This is an optimization exercise on Yosys and OpenROAD, whose aim is small area, a short achievable clock period and few clock cycles, not a production implementation. At most, simulation tests tie the RTL to the original design; equivalence was not proved. No functional check of the RTL was part of runs 4 to 6. Power figures rest on the tool's default switching activity, not on a simulated workload.

File: design/flow/config.mk
export PLATFORM = sky130hd
export DESIGN_NAME = Freq_Counter
export DESIGN_NICKNAME = Freq_Counter
export VERILOG_FILES = /design/flow/design.v
export SDC_FILE = /design/flow/constraint.sdc
export NUM_CORES = 8
export LEC_CHECK = 0
export ABC_CLOCK_PERIOD_IN_PS = 3500
export CAP_MARGIN = 20
export CORE_MARGIN = 2
export CORE_UTILIZATION = 40
export CTS_CLUSTER_DIAMETER = 60
export CTS_CLUSTER_SIZE = 30
export SLEW_MARGIN = 20
File: design/flow/constraint.sdc
create_clock -name core_clock -period 11.0 [get_ports {clock}]
set_input_delay 2.2000 -clock core_clock [delete_from_list [all_inputs] [get_ports {clock}]]
set_output_delay 2.2000 -clock core_clock [all_outputs]
set_load 0.01 [all_outputs]
File: design/flow/design.v
module Freq_Counter (clock, iReset_N, SW1, iValid, iPixel, oReady, oValid, iPixel_new);
input	clock, iReset_N;
input	SW1;
input	iValid;
input	[7:0] iPixel;
output	oReady;
output reg oValid;
output reg [7:0] iPixel_new;
localparam S_CLEAR = 3'd0;		 
localparam S_COUNT = 3'd1;		 
localparam S_DRAIN = 3'd2;		 
localparam S_PASS  = 3'd3;		 
localparam S_WAIT  = 3'd4;		 
(* fsm_encoding = "none" *)
reg [2:0]  state;
reg        rdy;
reg [3:0]  ph;					 
reg [3:0]  tr;					 
reg [13:0] pixel_count;			 
reg        drain_first;
reg        lut_valid;
reg        v1, s1;
assign oReady = rdy;
wire last_left = v1 ? (pixel_count == 14'd16382) : (pixel_count == 14'd16383);
reg [7:0]  p1;
reg        v2, s2;
reg [7:0]  p2;
reg [7:0]  a2;
reg [7:0]  tb1;					 
reg [15:0] rs;					 
reg [15:0] ps;					 
wire [3:0] pos_n = p1[3:0] - ph - 4'd1;
reg [2047:0] tq;				 
wire [7:0]  tq_rd = tq[{a2, 3'b000} +: 8];
always @(posedge clock)
begin
	v1 <= iReset_N & iValid & rdy;
	s1 <= SW1;
	p1 <= iPixel;
	v2 <= iReset_N & v1;
	s2 <= s1 & lut_valid;
	p2 <= p1;
	a2 <= p1 + tb1;
	oValid <= iReset_N & v2;
	iPixel_new <= s2 ? tq_rd : p2;
	rs <= (iReset_N & v1) ? (16'd1 << p1[7:4]) : 16'd0;
	ps <= 16'd1 << pos_n;
end
always @(posedge clock)
begin
	if (!iReset_N)
	begin
		state       <= S_CLEAR;
		rdy         <= 1'b0;
		ph          <= 4'd14;
		pixel_count <= 14'd0;
		lut_valid   <= 1'b0;
	end
	else
	begin
		ph <= ph + 4'd1;
		if (v1)
			pixel_count <= pixel_count + 14'd1;
		if (ph == 4'd15)
			tr <= tr + 4'd1;
		case (state)
		S_CLEAR:
			if (ph == 4'd13)
			begin
				state <= S_COUNT;
				rdy   <= 1'b1;
			end
		S_COUNT:
			if (iValid && last_left)
			begin
				begin
					state       <= S_DRAIN;
					rdy         <= 1'b0;
					drain_first <= 1'b1;
				end
			end
		S_DRAIN:
		begin
			drain_first <= 1'b0;
			tr <= 4'd0;
			if (ph == 4'd15 && !drain_first)
				state <= S_PASS;
		end
		S_PASS:
			if (ph == 4'd15 && tr == 4'd15)
				state <= S_WAIT;
		S_WAIT:
			if (ph == 4'd13)
			begin
				state     <= S_COUNT;
				rdy       <= 1'b1;
				lut_valid <= 1'b1;
			end
		default:
			state <= S_CLEAR;
		endcase
	end
end
wire [16*12-1:0] head_q;		 
wire [15:0]      head_ovf;		 
wire             sweep_en = (state == S_COUNT) || (state == S_DRAIN) || (state == S_WAIT);
genvar r, j;
generate
for (r = 0; r < 16; r = r + 1)
begin : ring
	reg  [12*16-1:0] q;
	wire [12*16-1:0] d;
	wire clr = (state == S_CLEAR) || (state == S_PASS && tr == r);
	wire swp = sweep_en && (tr == r);
	for (j = 0; j < 16; j = j + 1)
	begin : pos
		wire       o  = q[12*j + 11];
		wire       c  = q[12*j + 10];
		wire [5:0] hi = q[12*j + 4 +: 6];
		wire [3:0] lo = q[12*j +: 4];
		wire       e  = rs[r] & ps[j];
		wire [4:0] lo_n = {1'b0, lo} + {4'd0, e};
		if (j == 0)
		begin : head
			wire [6:0] hi_n = {1'b0, hi} + {6'd0, c};
			wire       o_n  = o | hi_n[6];
			assign d[12*15 +: 12] = clr ? 12'd0 : {o_n & ~swp, lo_n[4], hi_n[5:0], lo_n[3:0]};
			assign head_q[12*r +: 12] = q[11:0];
			assign head_ovf[r] = o_n;
		end
		else
		begin : body
			assign d[12*(j-1) +: 12] = {o, c | lo_n[4], hi, lo_n[3:0]};
		end
	end
	always @(posedge clock)
		q <= d;
end
endgenerate
reg  [15:0] xv;					 
reg  [7:0]  xtag [0:15];
reg  [3:0]  xext [0:15];
wire [7:0]  xkey = {tr, ph};	 
wire [15:0] xhit;
wire [15:0] xfree_lo;			 
reg  [3:0]  xrd;
reg         sw_inc;				 
reg  [15:0] sw_hit;
reg  [15:0] sw_alloc;
reg  [7:0]  sw_key;
wire [15:0] xfree = ~xv & ~(sw_alloc & {16{sw_inc}});
integer k;
generate
for (r = 0; r < 16; r = r + 1)
begin : xs
	assign xhit[r] = xv[r] && (xtag[r] == xkey);
	if (r == 0)
		assign xfree_lo[r] = xfree[r];
	else
		assign xfree_lo[r] = xfree[r] && !(|xfree[r-1:0]);
end
endgenerate
always @(*)
begin
	xrd = 4'd0;
	for (k = 0; k < 16; k = k + 1)
		xrd = xrd | (xhit[k] ? xext[k] : 4'd0);
end
always @(posedge clock)
begin
	sw_inc <= iReset_N && sweep_en && head_ovf[tr];
	sw_hit <= xhit;
	sw_alloc <= (|xhit) ? 16'd0 : xfree_lo;
	sw_key <= xkey;
	for (k = 0; k < 16; k = k + 1)
	begin
		if (state == S_CLEAR || (state == S_PASS && tr == 4'd15 && ph == 4'd15))
			xv[k] <= 1'b0;
		else if (sw_inc && sw_hit[k])
			xext[k] <= xext[k] + 4'd1;
		else if (sw_inc && sw_alloc[k])
		begin
			xv[k]   <= 1'b1;
			xtag[k] <= sw_key;
			xext[k] <= 4'd1;
		end
	end
end
reg        rval, rfirst;			 
reg [11:0] hraw;
reg [3:0]  hext;
reg        hval, hfirst;			 
reg [13:0] hcnt;
reg        found;
reg [13:0] D;
reg [13:0] N;
reg        nval, nfirst;
reg [21:0] X;
reg        xval, xfirst;
wire [6:0] hraw_hi = {1'b0, hraw[9:4]} + {6'd0, hraw[10]};
always @(posedge clock)
begin
	rval   <= iReset_N && state == S_PASS;
	rfirst <= (tr == 4'd0) && (ph == 4'd0);
	hraw   <= head_q[12*tr +: 12];
	hext   <= xrd;
	hval   <= iReset_N & rval;
	hfirst <= rfirst;
	hcnt   <= {hext + {3'd0, hraw[11]} + {3'd0, hraw_hi[6]}, hraw_hi[5:0], hraw[3:0]};
	nval   <= iReset_N & hval;
	nfirst <= hfirst;
	if (hval)
	begin
		if (hfirst || !found)
		begin
			found <= (hcnt != 14'd0);
			D     <= (hcnt == 14'd0) ? 14'h3fff : 14'd0 - hcnt;
			N     <= 14'd0;
		end
		else
			N <= N + hcnt;
	end
	xval   <= iReset_N & nval;
	xfirst <= nfirst;
	X      <= {N, 8'd0} - {8'd0, N};
end
localparam [7:0] REG = 8'b1111_1110;
wire [14:0] D15 = {1'b0, D};
generate
for (j = 7; j >= 0; j = j - 1)
begin : dv
	wire [j+14:0] xin;			 
	wire [7-j:0]  qin;			 
	wire          vin, fin;
	wire [14:0]   top = xin[j+14:j];
	wire          ge  = top >= D15;
	wire [13:0]   sub = top[13:0] - D;
	wire [j+13:0] xout;			 
	wire [8-j:0]  qout = {qin, ge};
	if (j > 0)
	begin : lowbits
		assign xout = {ge ? sub : top[13:0], xin[j-1:0]};
	end
	else
	begin : nolow
		assign xout = ge ? sub : top[13:0];
	end
	if (j == 7)
	begin : first
		assign xin = X;
		assign qin = 1'b0;
		assign vin = xval;
		assign fin = xfirst;
	end
	else
	begin : next
		assign xin = dv[j+1].xo;
		assign qin = dv[j+1].qo;
		assign vin = dv[j+1].vo;
		assign fin = dv[j+1].fo;
	end
	wire [j+13:0] xo;
	wire [8-j:0]  qo;
	wire          vo, fo;
	if (REG[j])
	begin : r
		reg [j+13:0] xr;
		reg [8-j:0]  qr;
		reg          vr, fr;
		always @(posedge clock)
		begin
			xr <= xout; qr <= qout; vr <= iReset_N & vin; fr <= fin;
		end
		assign xo = xr; assign qo = qr; assign vo = vr; assign fo = fr;
	end
	else
	begin : w
		assign xo = xout; assign qo = qout; assign vo = vin; assign fo = fin;
	end
end
endgenerate
wire [7:0] t_new = dv[0].qo[7:0];
wire       t_we  = dv[0].vo;
wire       t_first = dv[0].fo;
always @(posedge clock)
begin
	tq  <= {t_we ? t_new : tq[7:0], tq[2047:8]};
	tb1 <= (t_we && t_first) ? 8'd254 : tb1 - 8'd1;
end
endmodule
File: design/flow/flow/run.sh
#!/bin/bash
set -euo pipefail
bash standard.sh SETUP_SLACK_MARGIN=8 "BUFFER_PORTS_ARGS=-buffer_cell sky130_fd_sc_hd__buf_4" finish > standard_flow.log 2>&1
File: design/flow/standard.sh
#!/bin/bash
# synth_recipe.tcl (not shown) runs the flow's synth.tcl, then flattens the netlist and writes it again
# the make line also repeats each setting of config.mk as NAME=value (left out here)
make -C /OpenROAD-flow-scripts/flow DESIGN_CONFIG=/design/flow/config.mk WORK_HOME=/design/flow/orfs CLKGATE_MAP_FILE= SYNTH_SCRIPT=/design/flow/synth_recipe.tcl "${@:-finish}"
==> results of run 1 <==
-- repair_timing --
item,CTS,global route
endpoints found under the setup margin,448,153
pin swaps,34,66
gates cloned,27,22
setup buffers,75,63
resized for setup,182,150
-- worst reg2reg max path, stage by stage, from the launching register on --
cell        delay (ns)
edfxtp_1          0.39
clkinvlp_4        0.20
buf_6             0.17
buf_6             0.11
buf_6             0.10
buf_6             0.12
ha_4              0.23
o21a_1            0.16
o31a_1            0.13
o211ai_1          0.19
buf_4             0.16
a311oi_2          0.10
o21a_1            0.23
o21a_1            0.23
nor2_4            0.16
buf_12            0.16
mux2_4            0.30
-- stage by stage --
| stage | setup slack [ns] | std cells | utilization (%) | cell area [sq um] | hold slack (ns) |
|---|---|---|---|---|---|
| finish | 7.29 | 17087 | 46.1 | 191000 | 0.297 |
| global route | 7.21 | 17078 | 46.1 | 191000 | 0.298 |
| CTS | 7.20 | 16988 | 45.6 | 189000 | 0.292 |
| detailed placement | 6.19 | 16199 | 41.7 | 173000 | 0.312 |
| global placement | 6.27 | 16199 | 41.7 | 173000 | 0.310 |
| floorplan | 7.74 | 10923 | - | 166000 | 0.310 |
-- final cells by class --
class / count / area, sq um
tap: 5474 / 6850
timing repair buffer: 276 / 4070
sequential: 5731 / 117000
inverter: 113 / 454
clock inverter: 292 / 4240
fill: 35500 / 223000
clock buffer: 395 / 9590
antenna: 14 / 35.0
multi-input combinational: 4792 / 48400
-- power groups by stage --
stage / clock network (W) / registers, W / logic (W)
final: 0.0154 / 0.0210 / 0.000605
after global routing: 0.0166 / 0.0210 / 0.000646
after CTS: 0.0158 / 0.0210 / 0.000587
after detailed placement: 0 / 0.0215 / 0.000502
after global placement: 0 / 0.0215 / 0.000498
after floorplan: 0 / 0.0214 / 0.000365
-- routing by layer --
metal | wire [um] | vias up | track usage, %
li1 | - | 38994 | -
met1 | 143000 | 40396 | 19.2
met2 | 149000 | 1173 | 24.5
met3 | 11100 | 512 | 1.80
met4 | 8940 | 0 | 4.25
met5 | 0 | - | 0
-- sequential cells by signal, summed over array words and instances, names as in the netlist, 16 cells and up --
signal / count
tq: 2048
rs: 16
xext: 64
xtag: 128
X: 22
ring.q: 3072
sw_hit: 16
ps: 16
sw_alloc: 16
dv.r.xr: 126
dv.qin: 28
xv: 16
-- placed cells by master (no fill, tap or decap), types with 34 or more instances in the layout --
cell       instances
dfxtp_1         5476
ha_1             702
mux4_2           669
xnor2_1          532
clkbuf_16        397
nand3_1          387
nor2_1           353
xor2_1           346
and2_1           290
a31o_2           248
edfxtp_1         226
nand2_1          155
a21oi_1          127
buf_4            119
nor2b_1          111
inv_1            101
o21ai_0           83
mux2_4            68
clkinv_8          65
and3_1            59
nor3_1            52
a21o_1            49
mux2i_1           48
nand4_1           44
mux2_2            43
buf_6             43
inv_6             42
o21a_1            40
inv_8             39
a22oi_1           37
buf_12            37
buf_16            35
inv_12            34
-- cells by family after synthesis --
| group | Yosys count | share of synthesized area (%) |
|---|---|---|
| flip-flops | 5731 | 70.3 |
| AND/OR/NAND/NOR | 1597 | 4.97 |
| XOR/XNOR | 878 | 4.62 |
| multiplexers | 828 | 10.1 |
| AO/OA/AOI/OAI | 762 | 3.33 |
| adder cells (fa/ha/maj) | 727 | 5.52 |
| buffers and inverters | 400 | 1.13 |
-- worst paths after layout --
kind              slack (ns)                      end               startpoint
setup / recovery        7.29            iPixel_new[0]    iPixel_new[0]$_DFF_P_
hold / removal          0.30  ring[15].q[131]$_DFF_P_  ring[15].q[143]$_DFF_P_
setup reg to reg        7.74    dv[1].r.xr[5]$_DFF_P_       D[2]$_SDFFCE_PN1P_
hold reg to reg         0.30  ring[15].q[131]$_DFF_P_  ring[15].q[143]$_DFF_P_
==> flow_metrics.tcl, run 1 <==
set metrics [dict create \
    cts.sinks 5731 \
    period_needed_ns 3.71 \
    synth_area_sq_um 166000 \
    port-buffer-count 21 \
    skew_ns 0.0823 \
    swShare_pct 23.2 \
    core_area_sq_um 414000 \
    hold_path_class "register to register" \
    cts_max_path_buffers 4 \
    grtUsageTotal_pct 14.4 \
    async_flop_share_pct 0 \
    critPathTopFamily "flip-flops" \
    syn_to_final_growth_pct 14.6 \
    tightest_slew_ns 1.14 \
    die-area_sq_um 421000 \
    cp_num_buf_inv 1 \
    fmax_mhz 269 \
    fin_tns_setup_ns 0 \
    p_total_w 0.0370 \
    period_share_pct 33.8 \
    grt_max_degree 149 \
    internal_power_w 0.0284 \
    hpwlAfterDp_um 191000 \
    critPathMaxStageDelay_ns 0.41 \
    path_clk_slew_ns 0.10 \
    cts_hold_buf 0 \
    start_util_pct 40.2 \
    timing.slew.headroom_pct 23.9 \
    synthFlopType "dfxtp_1" \
    synth_cell_types 71 \
    vdd_ir_drop_max_mv 0.140 \
    numCtsBuffers 370 \
    pwr-share-seq_pct 56.7 \
    crit_arrival_ns 1.51 \
    drtIter0Drc 4102 \
    p_per_area_nw_per_um2 194 \
    avgViaCountPerCell 4.74 \
    drv_slew 0 \
    die_width_um 649 \
    yosys.area.top_type_share_pct 66.3 \
    syn_avg_cell_area_sq_um 15.2 \
    yosys_register_bits 5731 \
    io_pins 22 \
    drv_cap 0 \
    clkPwrFrac_pct 41.7 \
    critical_path_depth 1 \
    reg2reg_depth 16 \
    vias 81075 \
    root_buffer "clkbuf_16" \
    whs_path_depth 0 \
    clock_latency_ns 0.99 \
    synth.most_common_cell "dfxtp_1" \
    comb_power_share_pct 1.6 \
    wire_per_inst_um 18.3 \
    crit_path_max_fanout 1 \
    syn_inst 10923 \
    startpoint_type "register" \
    crit_required_ns 8.80 \
    yosysSeqAreaShare_pct 70.3 \
    crit_path_end_kind "primary output" \
    cts_tree "done" \
    switching_power_w 0.00860 \
    drt-total-wl_um 313000 \
    grt_first_pass_wirelength_um 483000 \
    synth_common_cells "dfxtp_1, ha_1, mux4_2" \
    cpMaxStageDelayCell "dfxtp_4" \
    setup_viol 0 \
    antenna_left 0 \
    drive_gt1_share_pct 18.4 \
    antenna_found_initial 26 \
    gp_congestion 0.788 \
    leakage_nw 76.7 \
    fp.dieH_um 649 \
    cp_cell_sequence "buf_6" \
    grt_pass1_vias 84913 \
    nNetsFinal 12022 \
    synth_top_cell_by_area "dfxtp_1" \
    drc 0 \
    critPathKind "register to primary output" \
    synth-edff-count 226 \
    status "finished clean" \
    rsz0062_at_grt "yes" \
    synth.area.top_cells "dfxtp_1, mux4_2, ha_1" \
    ys.warnings.count 3 \
    cts_htree_levels 5 \
    hold_viol 0 \
    drt_pre_antenna_iters 5 \
    synth_fp_nets 11661 \
    overflow 0 \
    rows 236 \
]
Testbench counts, summed over its fixed seeds: cycles 664,216.
==> inputs of run 2 (changes only) <==
==> design/flow/flow/run.sh (replaced) <==
#!/bin/bash
set -euo pipefail
bash standard.sh SETUP_SLACK_MARGIN=7.4 \
  "BUFFER_PORTS_ARGS=-buffer_cell sky130_fd_sc_hd__buf_4" \
  "CTS_ARGS=-sink_clustering_enable -repair_clock_nets -sink_clustering_size 30 -sink_clustering_max_diameter 60 -dont_use_dummy_load" \
  finish > standard_flow.log 2>&1
--- a/design/flow/config.mk
+++ b/design/flow/config.mk
@@ -10,5 +10,3 @@
 export CORE_MARGIN = 2
-export CORE_UTILIZATION = 40
-export CTS_CLUSTER_DIAMETER = 60
-export CTS_CLUSTER_SIZE = 30
+export CORE_UTILIZATION = 60
 export SLEW_MARGIN = 20
==> flow_metrics.tcl, run 2 <==
set metrics [dict create \
    status "finished clean" \
    die_width_um 531 \
    synth_common_cells "dfxtp_1, ha_1, mux4_2" \
    setup_viol 0 \
    cts_htree_levels 5 \
    io_pins 22 \
    cpMaxStageDelayCell "dfxtp_4" \
    drv_slew 0 \
    numCtsBuffers 293 \
    largest_reg_flops 3072 \
    hpwlAfterDp_um 187000 \
    yosys.area.top_type_share_pct 66.3 \
    crit_path_end_kind "primary output" \
    synth_top_family_by_area "multiplexers" \
    crit_path_max_fanout 1 \
    reg2reg_depth 7 \
    path_clk_slew_ns 0.10 \
    cts_tree "done" \
    leakage_nw 71.9 \
    synth_top_cell_by_area "dfxtp_1" \
    tightest_slew_ns 1.13 \
    cp_cell_sequence "buf_6" \
    layout_commonest_cell "dfxtp_1" \
    die-area_sq_um 281000 \
    rows 193 \
    synth.most_common_cell "dfxtp_1" \
    async_flop_share_pct 0 \
    grt_max_degree 101 \
    drt-total-wl_um 293000 \
    synth_area_sq_um 166000 \
    antenna_found_initial 32 \
    synth_fa_ha_area_share_pct 5.52 \
    cts_max_path_buffers 4 \
    fmax_mhz 276 \
    largest_register "ring.q" \
    drt_pre_antenna_iters 5 \
    start_util_pct 60.3 \
    core_area_sq_um 276000 \
    regToRegSetupSlack_ns 7.52 \
    yosys_register_bits 5731 \
    crit_arrival_ns 1.42 \
    fp.dieH_um 531 \
    overflow 0 \
    critPathKind "register to primary output" \
    drc 0 \
    rsz0062_at_grt "yes" \
    skew_ns 0.0720 \
    syn_avg_cell_area_sq_um 15.2 \
    grt_first_pass_wirelength_um 459000 \
    whs_path_depth 0 \
    clock_latency_ns 0.92 \
    period_needed_ns 3.62 \
    port-buffer-count 21 \
    drv_cap 0 \
    root_buffer "clkbuf_16" \
    grtUsageTotal_pct 20.9 \
    cts.sinks 5731 \
    vdd_ir_drop_max_mv 0.217 \
    critPathTopFamily "flip-flops" \
    syn_inst 10923 \
    synthFlopType "dfxtp_1" \
    cp_num_buf_inv 1 \
    gp_congestion 0.819 \
    vias 78588 \
    p_per_area_nw_per_um2 181 \
    period_share_pct 32.9 \
    drive_gt1_share_pct 13.7 \
    muxShareOfSynthArea_pct 10.1 \
    yosysSeqAreaShare_pct 70.3 \
    antenna_left 0 \
    drtIter0Drc 3841 \
    synth-compound-area-share_pct 3.33 \
    hold_viol 0 \
    fin_tns_setup_ns 0 \
    startpoint_type "register" \
    critical_path_depth 1 \
    wire_per_inst_um 19.9 \
    crit_required_ns 8.80 \
    fillerInstances 20076 \
    avgViaCountPerCell 5.33 \
    timing.slew.headroom_pct 25.0 \
    synth-edff-count 226 \
    synth_cell_types 71 \
    synth_simple_gate_area_share_pct 4.97 \
    ys.warnings.count 3 \
    holdWs_ns 0.264 \
    stdcell_count 14757 \
    layout_common_cells "dfxtp_1, ha_1, mux4_2" \
    grt_pass1_vias 81082 \
    synth.area.top_cells "dfxtp_1, mux4_2, ha_1" \
    fin_util_pct 64.6 \
    dp.cells 14427 \
    reg_top3 "ring.q x3072, tq x2048, xtag x128" \
    critPathMaxStageDelay_ns 0.43 \
    synth_xor_area_share_pct 4.62 \
    synth_fp_nets 11661 \
    nNetsFinal 11767 \
    syn_to_final_growth_pct 7.20 \
    cts_hold_buf 0 \
    p_total_w 0.0323 \
    hold_path_class "register to register" \
]
[run 2: metal layers]
layer  global-route usage [%]  vias to the layer above  part of all wire [%]
met4                     4.85                        0                   2.2
met5                        0                        -                     0
met1                     29.2                    38959                    47
li1                         -                    38100                     -
met3                     2.55                      397                   3.7
met2                     34.9                     1132                    47
[run 2: logic make-up after synthesis]
kind of cell | Yosys count
adders and majority gates | 727
muxes | 828
AOI/OAI and AO/OA | 762
and+or+nand+nor | 1597
DFF | 5731
xor gates and xnor gates | 878
buffers and inverters | 400
[run 2: cell type report]
cell class / count / area (sq um) / area share [%]
Timing Repair Buffer: 98 / 1150 / 0.643
Inverter: 113 / 424 / 0.238
Antenna cell: 25 / 62.6 / 0.0351
Clock buffer: 293 / 7330 / 4.11
Multi-Input combinational cell: 4792 / 47600 / 26.7
Sequential cell: 5731 / 117000 / 65.7
Tap cell: 3705 / 4640 / 2.60
[run 2: final timing paths]
kind	startpoint	to
min	ring[12].q[148]$_DFF_P_	ring[12].q[136]$_DFF_P_
min reg2reg	ring[12].q[148]$_DFF_P_	ring[12].q[136]$_DFF_P_
max	iPixel_new[0]$_DFF_P_	iPixel_new[0]
max reg2reg	a2[1]$_DFF_P_	iPixel_new[4]$_DFF_P_
[run 2: what timing repair did]
item / in CTS / in global routing
setup endpoints to repair: 217 / 39
gates resized for setup: 66 / 11
setup buffers: 5 / 0
gates cloned: 6 / 1
[run 2: power breakdown]
| group | internal, W | switching (W) | leakage [nW] |
|---|---|---|---|
| logic | 0.000189 | 0.000312 | 21.9 |
| clock network | 0.00477 | 0.00601 | 3.61 |
| registers | 0.0209 | 0.000131 | 46.4 |
[run 2: through the flow]
step,instance area (sq um),worst slack [ns]
2_1_floorplan,166000,7.59
3_3_place_gp,170000,6.18
3_5_place_dp,170000,6.28
4_1_cts,178000,7.20
5_1_grt,178000,7.30
6_report,178000,7.38
[run 2: worst reg2reg max path, stage by stage (launching register included)]
cell and delay (ns):
dfxtp_4 0.60, buf_8 0.42, buf_12 0.42, mux4_2 0.54, mux4_2 0.49, nand2b_1 0.16
a2111oi_1 0.57, a211oi_1 0.15
==> inputs of run 3 (changes only) <==
--- a/design/flow/config.mk
+++ b/design/flow/config.mk
@@ -10,3 +10,3 @@
 export CORE_MARGIN = 2
-export CORE_UTILIZATION = 60
+export CORE_UTILIZATION = 70
 export SLEW_MARGIN = 20
==> flow_metrics.tcl, run 3 <==
set metrics [dict create \
    synth_cell_types 71 \
    reg_top3 "ring.q x3072, tq x2048, xtag x128" \
    synthFlopType "dfxtp_1" \
    rsz0062_at_grt "yes" \
    tightest_slew_ns 1.13 \
    period_share_pct 33.0 \
    grt_first_pass_wirelength_um 449000 \
    cp_cell_sequence "buf_6" \
    gp_congestion 0.851 \
    numCtsBuffers 235 \
    drv_slew 0 \
    crit_path_end_kind "primary output" \
    start_util_pct 70.5 \
    drc 0 \
    synth_common_cells "dfxtp_1, ha_1, mux4_2" \
    holdWs_ns 0.289 \
    yosys.area.top_type_share_pct 66.3 \
    setup_viol 0 \
    antenna_found_initial 19 \
    wire_per_inst_um 20.4 \
    cts_htree_levels 4 \
    antenna_left 0 \
    die_width_um 491 \
    grt_max_degree 160 \
    stdcell_count 14152 \
    p_total_w 0.0311 \
    drv_cap 0 \
    critPathKind "register to primary output" \
    layout_commonest_cell "dfxtp_1" \
    fp.dieH_um 491 \
    synth_area_sq_um 166000 \
    hold_viol 0 \
    yosys_register_bits 5731 \
    critPathTopFamily "flip-flops" \
    nNetsFinal 11717 \
    die-area_sq_um 242000 \
    drive_gt1_share_pct 13.2 \
    p_per_area_nw_per_um2 177 \
    drtIter0Drc 4782 \
    core_area_sq_um 236000 \
    async_flop_share_pct 0 \
    startpoint_type "register" \
    fin_tns_setup_ns 0 \
    hold_path_class "register to register" \
    cp_num_buf_inv 1 \
    grt_pass1_vias 80843 \
    cts_tree "done" \
    dp.cells 13880 \
    vdd_ir_drop_max_mv 0.206 \
    yosysSeqAreaShare_pct 70.3 \
    leakage_nw 71.2 \
    drt_pre_antenna_iters 6 \
    timing.slew.headroom_pct 24.8 \
    cts_max_path_buffers 3 \
    reg2reg_depth 9 \
    path_clk_slew_ns 0.11 \
    fmax_mhz 276 \
    skew_ns 0.0647 \
    syn_inst 10923 \
    largest_reg_flops 3072 \
    rr_endpoint "iPixel_new[4]$_DFF_P_" \
    synth_top_cell_by_area "dfxtp_1" \
    synth-edff-count 226 \
    crit_path_max_fanout 2 \
    port-buffer-count 21 \
    hpwlAfterDp_um 186000 \
    grtUsageTotal_pct 23.7 \
    syn_to_final_growth_pct 5.84 \
    r2r_start "a2[1]$_DFF_P_" \
    period_needed_ns 3.63 \
    overflow 0 \
    whs_path_depth 0 \
    vias 78969 \
    synth.area.top_cells "dfxtp_1, mux4_2, ha_1" \
    min_from "dv[4].r.xr[2]$_DFF_P_" \
    drt-total-wl_um 288000 \
    cpMaxStageDelayCell "dfxtp_4" \
    avgViaCountPerCell 5.58 \
    layout_common_cells "dfxtp_1, ha_1, mux4_2" \
    rows 178 \
    hold_end "dv[3].r.xr[2]$_DFF_P_" \
    crit_required_ns 8.80 \
    root_buffer "clkbuf_16" \
    regToRegSetupSlack_ns 7.47 \
    cts.sinks 5731 \
    io_pins 22 \
    synth_fp_nets 11661 \
    ys.warnings.count 3 \
    syn_avg_cell_area_sq_um 15.2 \
    cts_hold_buf 0 \
    status "finished clean" \
    clock_latency_ns 0.91 \
    crit_arrival_ns 1.43 \
    synth.most_common_cell "dfxtp_1" \
    critPathMaxStageDelay_ns 0.42 \
    largest_register "ring.q" \
]
-- run 3: changes by cell type in the layout (fill, tap and decap cells not counted), sizes merged --
cell and delta:
buf +12, bufbuf -3, clkbuf -59
-- run 3: logic make-up (layout without fill, tap and decap cells) --
logic type | after synthesis | after routing | share of synthesized area [%]
AND/OR/NAND/NOR | 1597 | 1597 | 4.97
flip-flops | 5731 | 5731 | 70.3
multiplexers | 828 | 828 | 10.1
buffers and inverters | 400 | 454 | 1.13
AO/OA/AOI/OAI | 762 | 762 | 3.33
other | 0 | 25 | 0
XOR/XNOR | 878 | 878 | 4.62
adder cells (fa/ha/maj) | 727 | 727 | 5.52
-- run 3: worst max-delay path by stage --
stage,from,endpoint,slack [ns],cells past startpoint
2_1_floorplan,iValid,state[0]$_SDFFE_PN0P_,7.59,5
3_3_place_gp,a2[1]$_DFF_P_,iPixel_new[4]$_DFF_P_,6.05,8
3_5_place_dp,a2[1]$_DFF_P_,iPixel_new[4]$_DFF_P_,5.94,7
4_1_cts,a2[1]$_DFF_P_,iPixel_new[4]$_DFF_P_,7.27,7
5_1_grt,rdy$_SDFFE_PN0P_,oReady,7.31,1
6_report,rdy$_SDFFE_PN0P_,oReady,7.37,1
-- run 3: repair_timing --
| item | in CTS | in global routing |
|---|---|---|
| cloned | 2 | 0 |
| endpoints found under the setup margin | 201 | 20 |
| resized for setup | 63 | 5 |
| setup buffers | 9 | 1 |
| pin swaps | 1 | 0 |
-- run 3: cell type report --
type	instances	area [sq um]
flip-flops and latches	5731	117000
diodes	25	62.6
well taps	3150	3940
repair buffers	106	1070
inverters	113	424
clock buffers	235	5880
fillers	14399	59800
multi-input cells	4792	47600
-- run 3: power breakdown --
group	total, W	leakage, nW	switching [W]	internal, W
Sequential	0.0210	46.4	0.000123	0.0209
Clock	0.00957	2.90	0.00576	0.00381
Combinational	0.000504	21.9	0.000318	0.000186
Total	0.0311	71.2	0.00620	0.0249
-- run 3: metal layers --
metal	global-route usage [%]	share of wire [%]
met3	2.72	3.8
met2	40.4	49
met4	5.88	2.3
met5	0	0
met1	32.7	45
-- run 3: metrics by stage --
stage / area (sq um) / utilization, % / setup WS, ns
2_1_floorplan: 166000 / - / 7.59
3_3_place_gp: 170000 / 71.9 / 6.05
3_5_place_dp: 170000 / 71.9 / 5.94
4_1_cts: 176000 / 74.6 / 7.27
5_1_grt: 176000 / 74.6 / 7.31
6_report: 176000 / 74.6 / 7.37
==> inputs of run 4 (changes only) <==
--- a/design/flow/design.v
+++ b/design/flow/design.v
@@ -27,3 +27,4 @@
 reg [7:0]  p2;
-reg [7:0]  a2;
+reg [15:0] a2_lo;				 
+reg [15:0] a2_hi;
 reg [7:0]  tb1;					 
@@ -33,3 +34,11 @@
 reg [2047:0] tq;				 
-wire [7:0]  tq_rd = tq[{a2, 3'b000} +: 8];
+reg  [7:0]  tq_rd;
+integer m;
+always @(*)
+begin
+	tq_rd = 8'd0;
+	for (m = 0; m < 256; m = m + 1)
+		tq_rd = tq_rd | (tq[8*m +: 8] & {8{a2_hi[m >> 4] & a2_lo[m & 15]}});
+end
+wire [7:0] a1 = p1 + tb1;
 always @(posedge clock)
@@ -42,3 +51,4 @@
 	p2 <= p1;
-	a2 <= p1 + tb1;
+	a2_lo <= 16'd1 << a1[3:0];
+	a2_hi <= 16'd1 << a1[7:4];
 	oValid <= iReset_N & v2;
--- a/design/flow/config.mk
+++ b/design/flow/config.mk
@@ -10,3 +10,3 @@
 export CORE_MARGIN = 2
-export CORE_UTILIZATION = 70
+export CORE_UTILIZATION = 60
 export SLEW_MARGIN = 20
==> flow_metrics.tcl, run 4 <==
set metrics [dict create \
    status "finished clean" \
    synth.area.top_cells "dfxtp_1, ha_1, edfxtp_1" \
    yosysSeqAreaShare_pct 71.4 \
    avgViaCountPerCell 6.19 \
    critical_path_depth 8 \
    rr_endpoint "iPixel_new[5]$_DFF_P_" \
    period_needed_ns 3.82 \
    min_from "ring[15].q[137]$_DFF_P_" \
    synth-edff-count 226 \
    setup_viol 0 \
    cp_cell_sequence "buf_4 > and2_1 > a221oi_1 > nand4_1 > nor3_1 > o2111ai_1 > nor4_1 > nor2_1" \
    ys.warnings.count 3 \
    synth_common_cells "dfxtp_1, ha_1, nand3_1" \
    cp_num_buf_inv 1 \
    post_dp_cell_area_sq_um 169000 \
    highest_layer "met5" \
    r2r_start "a2_lo[5]$_SDFF_PP0_" \
    period_share_pct 34.7 \
    drv_cap 0 \
    drv_slew 0 \
    drt-total-wl_um 494000 \
    holdWs_ns 0.286 \
    grtUsageTotal_pct 34.7 \
    root_buffer "clkbuf_16" \
    overflow 0 \
    tightest_slew_ns 1.42 \
    hold_viol 0 \
    start_util_pct 60.2 \
    fmax_mhz 262 \
    gp_congestion 1.04 \
    drc 0 \
    die_width_um 528 \
    finish.instance_area_sq_um 177000 \
    hold_path_class "register to register" \
    route.met2.wl_um 215000 \
    rsz0062_at_grt "yes" \
    whs_path_depth 0 \
    cpMaxStageDelayCell "and2_1" \
    hpwlAfterDp_um 330000 \
    reg2reg_depth 8 \
    core_area_sq_um 273000 \
    critPathMaxStageDelay_ns 1.17 \
    largest_reg_flops 3072 \
    critPathKind "register to register" \
    antenna_left 0 \
    critPathTopFamily "simple AND/OR/NAND/NOR gates" \
    p_per_area_nw_per_um2 185 \
    grt_first_pass_wirelength_um 690000 \
    crit_path_end_kind "register" \
    rows 192 \
    leakage_nw 71.2 \
    hold_end "ring[15].q[125]$_DFF_P_" \
    synth.most_common_cell "dfxtp_1" \
    timing.slew.headroom_pct 5.33 \
    wl_met3_um 48600 \
    syn_inst 12153 \
    reg_top3 "ring.q x3072, tq x2048, xtag x128" \
    largest_register "ring.q" \
    synth_cell_types 77 \
    cts_tree "done" \
    crit_arrival_ns 4.66 \
    io_pins 22 \
    regToRegSetupSlack_ns 7.18 \
    vias 97929 \
    syn_to_final_growth_pct 7.26 \
    fp.dieH_um 528 \
    synthFlopType "dfxtp_1" \
    syn_avg_cell_area_sq_um 13.5 \
    die-area_sq_um 278000 \
    yosys_register_bits 5755 \
    cts.sinks 5755 \
    async_flop_share_pct 0 \
    cts_htree_levels 5 \
    port-buffer-count 21 \
    crit_required_ns 11.84 \
    skew_ns 0.0837 \
    path_clk_slew_ns 0.10 \
    nNetsFinal 12913 \
    synth_area_sq_um 165000 \
    clock_latency_ns 0.94 \
    wire_per_inst_um 31.2 \
    p_total_w 0.0326 \
    startpoint_type "register" \
    antenna_found_initial 48 \
    drtIter0Drc 12021 \
    grt_max_degree 84 \
    grt_pass1_vias 96393 \
    vdd_ir_drop_max_mv 0.163 \
    synth_fp_nets 12891 \
    fin_tns_setup_ns 0 \
    layout_commonest_cell "dfxtp_1" \
    cts_max_path_buffers 4 \
    layout_common_cells "dfxtp_1, ha_1, nand3_1" \
    drt_pre_antenna_iters 10 \
    wl_met1_um 192000 \
    yosys.area.top_type_share_pct 67.3 \
    crit_path_max_fanout 31 \
    cts_hold_buf 0 \
    numCtsBuffers 287 \
    drive_gt1_share_pct 7.81 \
    synth_top_cell_by_area "dfxtp_1" \
]
[run 4: cell types whose count changed after synthesis, sizes merged, moves of 93 or more]
cell    before  now
mux4       669   65
a32oi        0  264
nand3      387  631
a22oi       52  259
a22o         8  201
clkbuf     151  343
nand2      155  297
nand4       44  172
mux2       111   18
[run 4: cells by family (layout without fill, tap and decap cells)]
| group | Yosys count | count (layout) | synth area share (%) |
|---|---|---|---|
| AOI/OAI and AO/OA | 1747 | 1747 | 8.33 |
| xor gates and xnor gates | 890 | 890 | 4.74 |
| adders and majority gates | 726 | 726 | 5.57 |
| buffers and inverters | 587 | 606 | 1.46 |
| DFF | 5755 | 5755 | 71.4 |
| muxes | 96 | 96 | 1.09 |
| other | 0 | 59 | 0 |
| and+or+nand+nor | 2352 | 2353 | 7.43 |
[run 4: how the worst max path moves through the flow]
stage | slack [ns] | start | end
3_5_place_dp | 6.75 | tr[0]$_SDFFCE_PP0P_ | xtag[9][4]$_DFFE_PP_
3_3_place_gp | 6.78 | tr[0]$_SDFFCE_PP0P_ | xtag[8][4]$_DFFE_PP_
4_1_cts | 7.28 | rdy$_SDFFE_PN0P_ | oReady
5_1_grt | 7.28 | rdy$_SDFFE_PN0P_ | oReady
2_1_floorplan | 7.41 | iValid | drain_first$_DFFE_PP_
6_report | 7.18 | a2_lo[5]$_SDFF_PP0_ | iPixel_new[5]$_DFF_P_
[run 4: layer usage]
layer | up-vias | global-route usage (%)
li1 | 42713 | -
met3 | 1682 | 9.15
met5 | - | 0
met2 | 5488 | 52.9
met1 | 48024 | 43.8
met4 | 22 | 22.7
[run 4: report_power, final]
part | switching [W] | internal (W) | total, W
sequential | 0.000151 | 0.0210 | 0.0211
combinational | 0.000484 | 0.000126 | 0.000610
clock | 0.00623 | 0.00468 | 0.0109
[run 4: what timing repair did]
action	CTS	global route
cloned	1	0
setup endpoints to repair	219	45
buffers inserted	2	0
resized for setup	45	11
[run 4: layout make-up]
| cell class | count | area, sq um |
|---|---|---|
| fillers | 20033 | 96600 |
| flip-flops and latches | 5755 | 118000 |
| clock buffers | 287 | 7180 |
| repair buffers | 204 | 1730 |
| multi-input cells | 5812 | 44900 |
| inverters | 115 | 435 |
| diodes | 59 | 148 |
| well taps | 3589 | 4490 |
[run 4: through the flow]
stage          setup WS, ns  utilization, %  instances
6_report               7.18            64.6      15821
5_1_grt                7.28            64.6      15782
4_1_cts                7.28            64.5      15761
3_5_place_dp           6.75            61.8      15471
3_3_place_gp           6.78            61.8      15470
2_1_floorplan          7.41               -      12153
==> inputs of run 5 (changes only) <==
--- a/design/flow/design.v
+++ b/design/flow/design.v
@@ -27,4 +27,7 @@
 reg [7:0]  p2;
-reg [15:0] a2_lo;				 
-reg [15:0] a2_hi;
+reg [7:0]  a2;
+reg        v3, s3;
+reg [7:0]  p3;
+reg [1:0]  a3;
+reg [31:0] t3;					 
 reg [7:0]  tb1;					 
@@ -34,11 +37,12 @@
 reg [2047:0] tq;				 
-reg  [7:0]  tq_rd;
-integer m;
-always @(*)
-begin
-	tq_rd = 8'd0;
-	for (m = 0; m < 256; m = m + 1)
-		tq_rd = tq_rd | (tq[8*m +: 8] & {8{a2_hi[m >> 4] & a2_lo[m & 15]}});
+wire [31:0] tq_q;
+generate
+genvar g;
+for (g = 0; g < 4; g = g + 1)
+begin : tqr
+	wire [511:0] part = tq[512*g +: 512];
+	assign tq_q[8*g +: 8] = part[{a2[5:0], 3'b000} +: 8];
 end
-wire [7:0] a1 = p1 + tb1;
+endgenerate
+wire [7:0]  tq_rd = t3[{a3, 3'b000} +: 8];
 always @(posedge clock)
@@ -51,6 +55,10 @@
 	p2 <= p1;
-	a2_lo <= 16'd1 << a1[3:0];
-	a2_hi <= 16'd1 << a1[7:4];
-	oValid <= iReset_N & v2;
-	iPixel_new <= s2 ? tq_rd : p2;
+	a2 <= p1 + tb1;
+	v3 <= iReset_N & v2;
+	s3 <= s2;
+	p3 <= p2;
+	a3 <= a2[7:6];
+	t3 <= tq_q;
+	oValid <= iReset_N & v3;
+	iPixel_new <= s3 ? tq_rd : p3;
 	rs <= (iReset_N & v1) ? (16'd1 << p1[7:4]) : 16'd0;
==> flow_metrics.tcl, run 5 <==
set metrics [dict create \
    status "finished clean" \
    switching_power_w 0.00688 \
    cp_num_buf_inv 1 \
    cpMaxStageDelayCell "dfxtp_4" \
    comb_power_share_pct 3.2 \
    synth_cell_types 66 \
    cts_max_path_buffers 4 \
    hold_viol 0 \
    yosys_register_bits 5775 \
    synth_common_cells "dfxtp_1, mux4_2, ha_1" \
    cts.sinks 5775 \
    synth-edff-count 226 \
    die-area_sq_um 282000 \
    drt-total-wl_um 288000 \
    async_flop_share_pct 0 \
    leakage_nw 72.3 \
    min_from "ring[13].q[16]$_DFF_P_" \
    vias 77240 \
    port-buffer-count 21 \
    period_needed_ns 3.63 \
    rr_endpoint "t3[12]$_DFF_P_" \
    synth_fp_nets 11495 \
    hpwlAfterDp_um 186000 \
    fp.dieH_um 531 \
    cts_hold_buf 0 \
    crit_required_ns 8.80 \
    cp_cell_sequence "buf_6" \
    period_share_pct 33.0 \
    synth_top_cell_by_area "dfxtp_1" \
    syn_inst 10757 \
    yosysSeqAreaShare_pct 70.7 \
    die_width_um 531 \
    vdd_ir_drop_max_mv 0.184 \
    layout_common_cells "dfxtp_1, mux4_2, ha_1" \
    skew_ns 0.0871 \
    grt_first_pass_wirelength_um 451000 \
    hold_end "ring[13].q[4]$_DFF_P_" \
    drv_slew 0 \
    synth.area.top_cells "dfxtp_1, mux4_2, ha_1" \
    numCtsBuffers 301 \
    drtIter0Drc 3909 \
    grtUsageTotal_pct 20.5 \
    drive_gt1_share_pct 14.2 \
    io_pins 22 \
    clock_latency_ns 0.92 \
    critPathTopFamily "flip-flops" \
    wire_per_inst_um 19.8 \
    startpoint_type "register" \
    holdWs_ns 0.271 \
    pwr-share-seq_pct 64.0 \
    p_per_area_nw_per_um2 186 \
    largest_reg_flops 3072 \
    path_clk_slew_ns 0.11 \
    yosys.area.top_type_share_pct 66.6 \
    root_buffer "clkbuf_16" \
    internal_power_w 0.0265 \
    fin_tns_setup_ns 0 \
    post_dp_cell_area_sq_um 171000 \
    critPathKind "register to primary output" \
    cts_tree "done" \
    gp_congestion 0.810 \
    synth_area_sq_um 167000 \
    drc 0 \
    timing.slew.headroom_pct 24.4 \
    rsz0062_at_grt "yes" \
    crit_path_end_kind "primary output" \
    overflow 0 \
    crit_arrival_ns 1.43 \
    ys.warnings.count 3 \
    start_util_pct 60.3 \
    cts_htree_levels 5 \
    synth.most_common_cell "dfxtp_1" \
    layout_commonest_cell "dfxtp_1" \
    tightest_slew_ns 1.13 \
    antenna_left 0 \
    grt_pass1_vias 80173 \
    avgViaCountPerCell 5.30 \
    crit_path_max_fanout 2 \
    drv_cap 0 \
    reg2reg_depth 5 \
    drt_pre_antenna_iters 6 \
    regToRegSetupSlack_ns 7.54 \
    syn_to_final_growth_pct 7.21 \
    setup_viol 0 \
    finish.instance_area_sq_um 179000 \
    reg_top3 "ring.q x3072, tq x2048, xtag x128" \
    grt_max_degree 164 \
    swShare_pct 20.6 \
    syn_avg_cell_area_sq_um 15.5 \
    critPathMaxStageDelay_ns 0.42 \
    largest_register "ring.q" \
    rows 193 \
    hold_path_class "register to register" \
    nNetsFinal 11606 \
    fmax_mhz 275 \
    synthFlopType "dfxtp_1" \
    clkPwrFrac_pct 32.8 \
    antenna_found_initial 20 \
    core_area_sq_um 276000 \
    r2r_start "a2[1]$_DFF_P_" \
    whs_path_depth 0 \
]
## run 5: cell count changes after synthesis, moves of 105 or more
cell	previous run	this run
mux4_2	65	745
a32oi_1	264	1
a22oi_1	259	22
nand3_1	631	409
a22o_1	201	5
clkbuf_1	343	150
nand2_1	297	160
nand4_1	171	47
nor2_1	398	293
## run 5: kinds of logic (layout without fill, tap and decap cells)
logic type / Yosys count / in the layout / share of synthesized area [%]
adder cells (fa/ha/maj): 726 / 726 / 5.49
other: 0 / 14 / 0
AND/OR/NAND/NOR: 1512 / 1512 / 4.70
buffers and inverters: 372 / 481 / 0.991
multiplexers: 854 / 854 / 10.8
AO/OA/AOI/OAI: 640 / 640 / 2.76
XOR/XNOR: 878 / 878 / 4.61
flip-flops: 5775 / 5775 / 70.7
## run 5: timing repair
action | CTS | global route
cloned | 2 | 2
setup endpoints to repair | 180 | 149
buffers inserted | 3 | 0
resized for setup | 44 | 17
## run 5: stage by stage
stage	total power, W	utilization [%]	worst slack [ns]	cells
after floorplan	0.0225	-	7.56	10757
after global placement	0.0229	61.8	6.45	14263
after detailed placement	0.0229	61.8	6.39	14263
after CTS	0.0337	64.6	7.28	14569
after global routing	0.0345	64.7	7.30	14575
final	0.0334	64.7	7.37	14585
## run 5: routing by layer
layer | GRT usage (%) | wire length (um)
met1 | 28.2 | 134000
met2 | 34.3 | 137000
met3 | 2.19 | 9000
met4 | 6.13 | 8300
met5 | 0 | 8
## run 5: layout make-up
type	instances	area, sq um
flip-flops and latches	5775	118000
fillers	20031	97600
multi-input cells	4610	47400
clock buffers	301	7530
well taps	3705	4640
repair buffers	86	923
inverters	94	353
diodes	14	35.0
## run 5: power groups by stage
stage	Clock [W]	Combinational [W]	Sequential [W]
2_1_floorplan	0	0.000818	0.0217
3_3_place_gp	0	0.00106	0.0218
3_5_place_dp	0	0.00107	0.0218
4_1_cts	0.0113	0.00109	0.0213
5_1_grt	0.0120	0.00118	0.0214
6_report	0.0109	0.00107	0.0213
## run 5: worst max-delay path by stage
stage / slack [ns] / end / start / cells after the start
floorplan: 7.56 / drain_first$_DFFE_PP_ / iValid / 6
global placement: 6.45 / t3[29]$_DFF_P_ / a2[0]$_DFF_P_ / 5
detailed placement: 6.39 / t3[29]$_DFF_P_ / a2[0]$_DFF_P_ / 5
CTS: 7.28 / oReady / rdy$_SDFFE_PN0P_ / 1
global route: 7.30 / oReady / rdy$_SDFFE_PN0P_ / 1
finish: 7.37 / oReady / rdy$_SDFFE_PN0P_ / 1
==> inputs of run 6 (changes only) <==
--- a/design/flow/design.v
+++ b/design/flow/design.v
@@ -19,3 +19,3 @@
 reg [13:0] pixel_count;			 
-reg        drain_first;
+reg [1:0]  drain_wait;
 reg        lut_valid;
@@ -28,21 +28,14 @@
 reg [7:0]  a2;
-reg        v3, s3;
-reg [7:0]  p3;
-reg [1:0]  a3;
-reg [31:0] t3;					 
 reg [7:0]  tb1;					 
-reg [15:0] rs;					 
-reg [15:0] ps;					 
-wire [3:0] pos_n = p1[3:0] - ph - 4'd1;
+reg [15:0] xr, yr;				 
+reg [7:0]  xq, yq;				 
+reg        x2;					 
+reg        pd_v;				 
+reg [7:0]  pd_p;
+reg [2:0]  pd_q;
+wire [3:0] pos_n = p1[3:0] - ph - 4'd1;	 
+wire       y_go  = v1 & ~pos_n[0];
+wire       merge = pd_v & v1 & (pd_p == p1);
 reg [2047:0] tq;				 
-wire [31:0] tq_q;
-generate
-genvar g;
-for (g = 0; g < 4; g = g + 1)
-begin : tqr
-	wire [511:0] part = tq[512*g +: 512];
-	assign tq_q[8*g +: 8] = part[{a2[5:0], 3'b000} +: 8];
-end
-endgenerate
-wire [7:0]  tq_rd = t3[{a3, 3'b000} +: 8];
+wire [7:0]  tq_rd = tq[{a2, 3'b000} +: 8];
 always @(posedge clock)
@@ -56,11 +49,12 @@
 	a2 <= p1 + tb1;
-	v3 <= iReset_N & v2;
-	s3 <= s2;
-	p3 <= p2;
-	a3 <= a2[7:6];
-	t3 <= tq_q;
-	oValid <= iReset_N & v3;
-	iPixel_new <= s3 ? tq_rd : p3;
-	rs <= (iReset_N & v1) ? (16'd1 << p1[7:4]) : 16'd0;
-	ps <= 16'd1 << pos_n;
+	oValid <= iReset_N & v2;
+	iPixel_new <= s2 ? tq_rd : p2;
+	pd_v <= iReset_N & v1 & pos_n[0];
+	pd_p <= p1;
+	pd_q <= pos_n[3:1];
+	xr   <= (iReset_N & pd_v) ? (16'd1 << pd_p[7:4]) : 16'd0;
+	xq   <= 8'd1 << pd_q;
+	x2   <= merge;
+	yr   <= (iReset_N & y_go & ~merge) ? (16'd1 << p1[7:4]) : 16'd0;
+	yq   <= 8'd1 << pos_n[3:1];
 end
@@ -72,3 +66,3 @@
 		rdy         <= 1'b0;
-		ph          <= 4'd14;
+		ph          <= 4'd13;
 		pixel_count <= 14'd0;
@@ -85,3 +79,3 @@
 		S_CLEAR:
-			if (ph == 4'd13)
+			if (ph == 4'd12)
 			begin
@@ -96,3 +90,3 @@
 					rdy         <= 1'b0;
-					drain_first <= 1'b1;
+					drain_wait  <= 2'b11;
 				end
@@ -101,5 +95,5 @@
 		begin
-			drain_first <= 1'b0;
+			drain_wait <= {drain_wait[0], 1'b0};
 			tr <= 4'd0;
-			if (ph == 4'd15 && !drain_first)
+			if (ph == 4'd15 && drain_wait == 2'b00)
 				state <= S_PASS;
@@ -110,3 +104,3 @@
 		S_WAIT:
-			if (ph == 4'd13)
+			if (ph == 4'd12)
 			begin
@@ -138,4 +132,18 @@
 		wire [3:0] lo = q[12*j +: 4];
-		wire       e  = rs[r] & ps[j];
-		wire [4:0] lo_n = {1'b0, lo} + {4'd0, e};
+		wire [4:0] lo_n;
+		if (j % 2 == 0)
+		begin : inc
+			wire ex = xr[r] & xq[j/2];
+			wire ey = yr[r] & yq[j/2];
+			wire e1 = (ex & ~x2) | ey;
+			wire e2 = ex & x2;
+			wire k1 = (lo[0] & e1) | e2;
+			wire k2 = lo[1] & k1;
+			wire k3 = lo[2] & k2;
+			assign lo_n = {lo[3] & k3, lo[3] ^ k3, lo[2] ^ k2, lo[1] ^ k1, lo[0] ^ e1};
+		end
+		else
+		begin : noinc
+			assign lo_n = {1'b0, lo};
+		end
 		if (j == 0)
--- a/design/flow/config.mk
+++ b/design/flow/config.mk
@@ -10,3 +10,3 @@
 export CORE_MARGIN = 2
-export CORE_UTILIZATION = 60
+export CORE_UTILIZATION = 70
 export SLEW_MARGIN = 20
==> flow_metrics.tcl, run 6 <==
set metrics [dict create \
    status "finished clean" \
    avgViaCountPerCell 5.63 \
    synthFlopType "dfxtp_1" \
    switching_power_w 0.00720 \
    p_per_area_nw_per_um2 193 \
    whs_path_depth 0 \
    layout_commonest_cell "dfxtp_1" \
    rr_endpoint "iPixel_new[2]$_DFF_P_" \
    yosys_register_bits 5753 \
    largest_reg_flops 3072 \
    drt-total-wl_um 294000 \
    synth.most_common_cell "dfxtp_1" \
    timing.slew.headroom_pct 14.7 \
    wire_per_inst_um 22.1 \
    swShare_pct 21.9 \
    grtUsageTotal_pct 25.1 \
    ys.warnings.count 3 \
    path_clk_slew_ns 0.11 \
    crit_arrival_ns 1.41 \
    core_area_sq_um 228000 \
    start_util_pct 70.6 \
    synth_fp_nets 11101 \
    clock_latency_ns 0.92 \
    die_width_um 483 \
    stdcell_count 13353 \
    skew_ns 0.105 \
    rsz0062_at_grt "yes" \
    port-buffer-count 21 \
    pwr-share-seq_pct 65.0 \
    hold_viol 0 \
    startpoint_type "register" \
    yosys.area.top_type_share_pct 68.8 \
    hold_end "ring[4].q[90]$_DFF_P_" \
    multiInputGateArea_sq_um 41400 \
    nNetsFinal 11081 \
    drt_pre_antenna_iters 6 \
    clkPwrFrac_pct 28.9 \
    cp_cell_sequence "buf_6" \
    rows 175 \
    grt_first_pass_wirelength_um 452000 \
    antenna_found_initial 8 \
    synth-edff-count 227 \
    critPathTopFamily "flip-flops" \
    synth_area_sq_um 161000 \
    vdd_ir_drop_max_mv 0.193 \
    reg2reg_depth 9 \
    antenna_left 0 \
    fp.dieH_um 483 \
    syn_avg_cell_area_sq_um 15.5 \
    crit_path_end_kind "primary output" \
    regArea_sq_um 117000 \
    fillerInstances 13846 \
    synth_top_cell_by_area "dfxtp_1" \
    synth.area.top_cells "dfxtp_1, mux4_2, ha_1" \
    comb_power_share_pct 6.0 \
    layout_common_cells "dfxtp_1, ha_1, mux4_2" \
    min_from "ring[4].q[102]$_DFF_P_" \
    drv_cap 0 \
    root_buffer "clkbuf_16" \
    numCtsBuffers 232 \
    period_needed_ns 3.61 \
    grt_max_degree 128 \
    synth_cell_types 75 \
    cts_htree_levels 4 \
    reg_top3 "ring.q x3072, tq x2048, xtag x128" \
    grt_pass1_vias 77797 \
    cts_max_path_buffers 3 \
    vias 75206 \
    syn_to_final_growth_pct 5.88 \
    r2r_start "a2[1]$_DFF_P_" \
    synth_common_cells "dfxtp_1, ha_1, mux4_2" \
    syn_inst 10364 \
    io_pins 22 \
    internal_power_w 0.0257 \
    die-area_sq_um 234000 \
    setup_viol 0 \
    cts_hold_buf 0 \
    leakage_nw 70.1 \
    hpwlAfterDp_um 189000 \
    critPathKind "register to primary output" \
    fin_tns_setup_ns 0 \
    cp_num_buf_inv 1 \
    drtIter0Drc 4957 \
    yosysSeqAreaShare_pct 73.0 \
    dp.cells 13089 \
    drv_slew 0 \
    cts_tree "done" \
    tightest_slew_ns 1.28 \
    gp_congestion 0.857 \
    drive_gt1_share_pct 12.0 \
    hold_path_class "register to register" \
    largest_register "ring.q" \
    async_flop_share_pct 0 \
    crit_path_max_fanout 2 \
    regToRegSetupSlack_ns 7.52 \
    cts.sinks 5753 \
    period_share_pct 32.8 \
    critPathMaxStageDelay_ns 0.42 \
    fmax_mhz 277 \
    drc 0 \
    overflow 0 \
    cpMaxStageDelayCell "dfxtp_4" \
    crit_required_ns 8.80 \
]
## run 6: cell types whose count changed in the layout (fill, tap and decap cells not counted), moves of 65 or more
cell | before | now
xor2_1 | 349 | 76
clkbuf_16 | 303 | 232
and2_1 | 291 | 48
or2_2 | 11 | 118
nor2b_1 | 96 | 161
xnor2_1 | 529 | 297
nand3_1 | 409 | 111
a21o_1 | 56 | 159
o21ai_0 | 58 | 155
a22o_1 | 5 | 137
mux2i_1 | 16 | 140
a31o_2 | 241 | 0
mux4_2 | 745 | 579
## run 6: cells by family after synthesis
| group | Yosys count | share of synthesized area (%) |
|---|---|---|
| muxes | 830 | 9.75 |
| AOI/OAI and AO/OA | 925 | 4.06 |
| DFF | 5753 | 73.0 |
| and+or+nand+nor | 1264 | 4.08 |
| xor gates and xnor gates | 373 | 2.03 |
| buffers and inverters | 494 | 1.38 |
| adders and majority gates | 725 | 5.69 |
## run 6: power groups by stage
stage	Sequential (W)	Clock (W)	Combinational (W)
CTS	0.0214	0.00972	0.00195
global placement	0.0219	0	0.00184
global route	0.0215	0.0104	0.00213
floorplan	0.0217	0	0.00138
detailed placement	0.0219	0	0.00188
finish	0.0214	0.00953	0.00198
## run 6: timing repair
action / in CTS / in global routing
endpoints found under the setup margin: 324 / 199
setup buffers: 13 / 13
cloned: 4 / 0
pin swaps: 4 / 3
resized for setup: 62 / 26
## run 6: layout make-up
type                    count  share of cell area, %
repair buffers            128                  0.840
diodes                      2                0.00294
clock buffers             232                   3.41
multi-input cells        4118                   24.3
inverters                 111                  0.247
flip-flops and latches   5753                   69.0
well taps                3009                   2.21
## run 6: stage by stage
stage | hold slack, ns | cell area, sq um | worst slack, ns | total power [W] | util [%]
6_report | 0.277 | 170000 | 7.39 | 0.0329 | 74.7
5_1_grt | 0.283 | 170000 | 7.24 | 0.0340 | 74.7
4_1_cts | 0.272 | 170000 | 7.31 | 0.0331 | 74.6
3_5_place_dp | 0.312 | 164000 | 6.66 | 0.0238 | 71.8
3_3_place_gp | 0.310 | 164000 | 6.65 | 0.0237 | 71.8
2_1_floorplan | 0.310 | 161000 | 7.62 | 0.0231 | -
## run 6: metal layers
layer / vias to the layer above / track usage [%] / wire [um]
met1: 37498 / 34.8 / 132000
met2: 1505 / 41.7 / 141000
li1: 35723 / - / -
met4: 4 / 7.49 / 9070
met3: 476 / 3.40 / 12800
met5: - / 0 / 23
## run 6: worst max path at each step
stage                     cells past startpoint  slack (ns)                from                     end
after floorplan                              11        7.62  D[1]$_SDFFCE_PN1P_  dv[3].r.xr[13]$_DFF_P_
after global placement                        9        6.65       a2[0]$_DFF_P_   iPixel_new[7]$_DFF_P_
after detailed placement                     10        6.66  D[1]$_SDFFCE_PN1P_  dv[4].r.xr[15]$_DFF_P_
after CTS                                     1        7.31    rdy$_SDFFE_PN0P_                  oReady
after global routing                          9        7.24       a2[0]$_DFF_P_   iPixel_new[2]$_DFF_P_
final                                         1        7.39    rdy$_SDFFE_PN0P_                  oReady
==> inputs of run 7 (changes only) <==
--- a/design/flow/design.v
+++ b/design/flow/design.v
@@ -22,3 +22,3 @@
 reg        v1, s1;
-assign oReady = rdy;
+assign oReady = rdy;			 
 wire last_left = v1 ? (pixel_count == 14'd16382) : (pixel_count == 14'd16383);
@@ -26,2 +26,4 @@
 reg        v2, s2;
+reg        v3;					 
+reg [7:0]  q3;
 reg [7:0]  p2;
@@ -42,3 +44,3 @@
 begin
-	v1 <= iReset_N & iValid & rdy;
+	v1 <= iReset_N & iValid & (state == S_COUNT);
 	s1 <= SW1;
@@ -49,4 +51,6 @@
 	a2 <= p1 + tb1;
-	oValid <= iReset_N & v2;
-	iPixel_new <= s2 ? tq_rd : p2;
+	v3 <= iReset_N & v2;
+	q3 <= s2 ? tq_rd : p2;
+	oValid <= iReset_N & v3;
+	iPixel_new <= q3;
 	pd_v <= iReset_N & v1 & pos_n[0];
==> flow_metrics.tcl, run 7 <==
set metrics [dict create \
    status "finished clean" \
    overflow 0 \
    regToRegSetupSlack_ns 7.54 \
    holdWs_ns 0.264 \
    clkPwrFrac_pct 29.5 \
    vias 73759 \
    synth-edff-count 227 \
    period_share_pct 32.4 \
    drive_gt1_share_pct 12.9 \
    syn_to_final_growth_pct 5.84 \
    p_per_area_nw_per_um2 189 \
    start_util_pct 70.2 \
    fp.dieH_um 484 \
    cts_hold_buf 0 \
    synth_top_cell_by_area "dfxtp_1" \
    layout_commonest_cell "dfxtp_1" \
    startpoint_type "register" \
    min_from "ring[7].q[180]$_SDFF_PP0_" \
    antenna_found_initial 14 \
    cpMaxStageDelayCell "dfxtp_4" \
    grt_first_pass_wirelength_um 445000 \
    critPathKind "register to primary output" \
    gp_congestion 0.878 \
    synth_area_sq_um 161000 \
    yosys.area.top_type_share_pct 68.8 \
    comb_power_share_pct 4.4 \
    wire_per_inst_um 21.8 \
    drt_pre_antenna_iters 5 \
    synth_fp_nets 10919 \
    drtIter0Drc 4426 \
    syn_avg_cell_area_sq_um 15.8 \
    port-buffer-count 21 \
    drc 0 \
    io_pins 22 \
    yosysSeqAreaShare_pct 73.1 \
    nNetsFinal 10910 \
    grt_pass1_vias 76622 \
    drt-total-wl_um 288000 \
    avgViaCountPerCell 5.59 \
    die_width_um 484 \
    regArea_sq_um 118000 \
    synth_common_cells "dfxtp_1, ha_1, mux4_2" \
    root_buffer "clkbuf_16" \
    pwr-share-seq_pct 66.1 \
    syn_inst 10182 \
    synth.most_common_cell "dfxtp_1" \
    hpwlAfterDp_um 188000 \
    synthFlopType "dfxtp_1" \
    vdd_ir_drop_max_mv 0.192 \
    grtUsageTotal_pct 24.7 \
    period_needed_ns 3.57 \
    critPathMaxStageDelay_ns 0.40 \
    crit_arrival_ns 1.37 \
    hold_end "ring[7].q[168]$_DFF_P_" \
    critPathTopFamily "flip-flops" \
    cts_htree_levels 4 \
    grt_max_degree 130 \
    skew_ns 0.0929 \
    crit_required_ns 8.80 \
    path_clk_slew_ns 0.11 \
    crit_path_end_kind "primary output" \
    r2r_start "a2[0]$_DFF_P_" \
    timing.slew.headroom_pct 11.1 \
    cp_cell_sequence "buf_6" \
    rows 176 \
    internal_power_w 0.0253 \
    crit_path_max_fanout 2 \
    cp_num_buf_inv 1 \
    swShare_pct 21.3 \
    clock_latency_ns 0.92 \
    switching_power_w 0.00687 \
    ys.warnings.count 3 \
    async_flop_share_pct 0 \
    largest_reg_flops 3072 \
    fin_tns_setup_ns 0 \
    whs_path_depth 0 \
    fillerInstances 13977 \
    synth_cell_types 78 \
    numCtsBuffers 231 \
    fmax_mhz 280 \
    antenna_left 0 \
    hold_viol 0 \
    core_area_sq_um 229000 \
    drv_slew 0 \
    reg2reg_depth 7 \
    rsz0062_at_grt "yes" \
    cts_max_path_buffers 3 \
    largest_register "ring.q" \
    drv_cap 0 \
    cts_tree "done" \
    rr_endpoint "q3[4]$_DFF_P_" \
    reg_top3 "ring.q x3072, tq x2048, xtag x128" \
    tightest_slew_ns 1.32 \
    yosys_register_bits 5762 \
    cts.sinks 5762 \
    multiInputGateArea_sq_um 41500 \
    die-area_sq_um 234000 \
    synth.area.top_cells "dfxtp_1, mux4_2, ha_1" \
    hold_path_class "register to register" \
    setup_viol 0 \
    leakage_nw 69.8 \
    layout_common_cells "dfxtp_1, ha_1, mux4_2" \
]
-- run 7: cell types whose count changed after synthesis, sizes merged, moves of 27 or more --
cell,previous run,this run
a211oi,39,12
mux2i,140,48
mux4,579,669
nand2,214,178
nor2,300,343
o21ai,168,107
-- run 7: logic make-up after synthesis --
| kind of cell | count (synthesis) | share of synthesized area, % |
|---|---|---|
| and+or+nand+nor | 1247 | 3.97 |
| xor gates and xnor gates | 372 | 2.02 |
| adders and majority gates | 725 | 5.69 |
| muxes | 829 | 10.4 |
| AOI/OAI and AO/OA | 776 | 3.47 |
| buffers and inverters | 471 | 1.33 |
| DFF | 5762 | 73.1 |
-- run 7: how the worst max path moves through the flow --
| stage | startpoint | endpoint | slack, ns | cells after the start |
|---|---|---|---|---|
| 2_1_floorplan | D[1]$_SDFFCE_PN1P_ | dv[3].r.xr[13]$_DFF_P_ | 7.57 | 12 |
| 3_3_place_gp | a2[1]$_DFF_P_ | q3[4]$_DFF_P_ | 6.50 | 8 |
| 3_5_place_dp | a2[0]$_DFF_P_ | q3[3]$_DFF_P_ | 6.33 | 7 |
| 4_1_cts | a2[0]$_DFF_P_ | q3[3]$_DFF_P_ | 7.01 | 7 |
| 5_1_grt | a2[0]$_DFF_P_ | q3[1]$_DFF_P_ | 7.22 | 8 |
| 6_report | rdy$_SDFFE_PN0P_ | oReady | 7.43 | 1 |
-- run 7: layout make-up --
| type | count | area share [%] |
|---|---|---|
| Timing Repair Buffer | 118 | 0.731 |
| Multi-Input combinational cell | 3950 | 24.3 |
| Tap cell | 3026 | 2.22 |
| Inverter | 110 | 0.245 |
| Clock buffer | 231 | 3.39 |
| Antenna cell | 9 | 0.0132 |
| Sequential cell | 5762 | 69.1 |
-- run 7: worst register-to-register path: stages (launching register included) --
cell and delay [ns]:
dfxtp_4 0.60, buf_16 0.60, mux4_2 0.77, mux4_2 0.49, a22oi_1 0.25, a21oi_1 0.17
nor4b_2 0.37, o21ai_1 0.08
-- run 7: through the flow --
step,cells,power [W],util [%],instance area (sq um),setup slack (ns)
2_1_floorplan,10182,0.0226,-,161000,7.57
3_3_place_gp,12941,0.0231,71.5,164000,6.50
3_5_place_dp,12941,0.0232,71.5,164000,6.33
4_1_cts,13180,0.0324,74.2,170000,7.01
5_1_grt,13199,0.0332,74.3,170000,7.22
6_report,13206,0.0322,74.3,170000,7.43
-- run 7: power groups by stage --
stage | Combinational (W) | Sequential, W | Clock, W
floorplan | 0.000941 | 0.0216 | 0
global placement | 0.00136 | 0.0218 | 0
detailed placement | 0.00138 | 0.0218 | 0
CTS | 0.00141 | 0.0213 | 0.00971
global route | 0.00151 | 0.0213 | 0.0104
finish | 0.00142 | 0.0213 | 0.00951
-- run 7: timing repair --
item / in CTS / in global routing
endpoints found under the setup margin: 356 / 292
gates resized for setup: 39 / 28
setup buffers: 5 / 17
gates cloned: 3 / 0
pin swaps: 1 / 8
-- run 7: routing by layer --
metal	GRT usage, %	part of all wire, %
met5	0	0.016
met4	7.03	2.9
met3	3.35	4.1
met2	41.2	48
met1	34.1	45
Testbench counts of run 7, summed over its fixed seeds: cycles 664,224.

## re-timing with driven ports
The results above use ideal ports. As a check the final layouts listed here were re-extracted and re-timed, cells and wires unchanged.
Step 1: set_driving_cell puts a clkbuf_16 on clock and a buf_2 on each other input, an assumption about the parent block.
Step 2 moves the port delays by t, midway between the first and last clock arrival at a register: inputs arrive t later, outputs are due t later. That takes back most of the time a late clock gives input paths.
Slacks: ideal ports / drivers / drivers and shift; pairs: ideal ports / drivers.
run	t, ns	slack for setup (ns)	clock arrival spread, ns	worst slew at a driven data input, ns	cell pins on the clock port's net
run 1	1.060	7.286 / 7.179 / 7.234	0.089 / 0.089	0.13	1
run 2	0.968	7.376 / 7.284 / 7.153	0.099 / 0.099	0.09	1
run 3	0.955	7.371 / 7.283 / 7.151	0.082 / 0.082	0.13	1
run 4	1.002	7.183 / 7.183 / 7.041	0.107 / 0.107	0.12	1
run 5	0.963	7.368 / 7.275 / 6.812	0.107 / 0.107	0.13	1
run 6	0.949	7.387 / 7.298 / 7.334	0.122 / 0.122	0.09	1
run 7	0.946	7.431 / 7.342 / 7.103	0.123 / 0.123	0.12	1
After both steps every run listed still meets setup and hold. The setup slack of run 5, which loses most, moves by -0.093 ns with the drivers and by -0.556 ns with both steps.
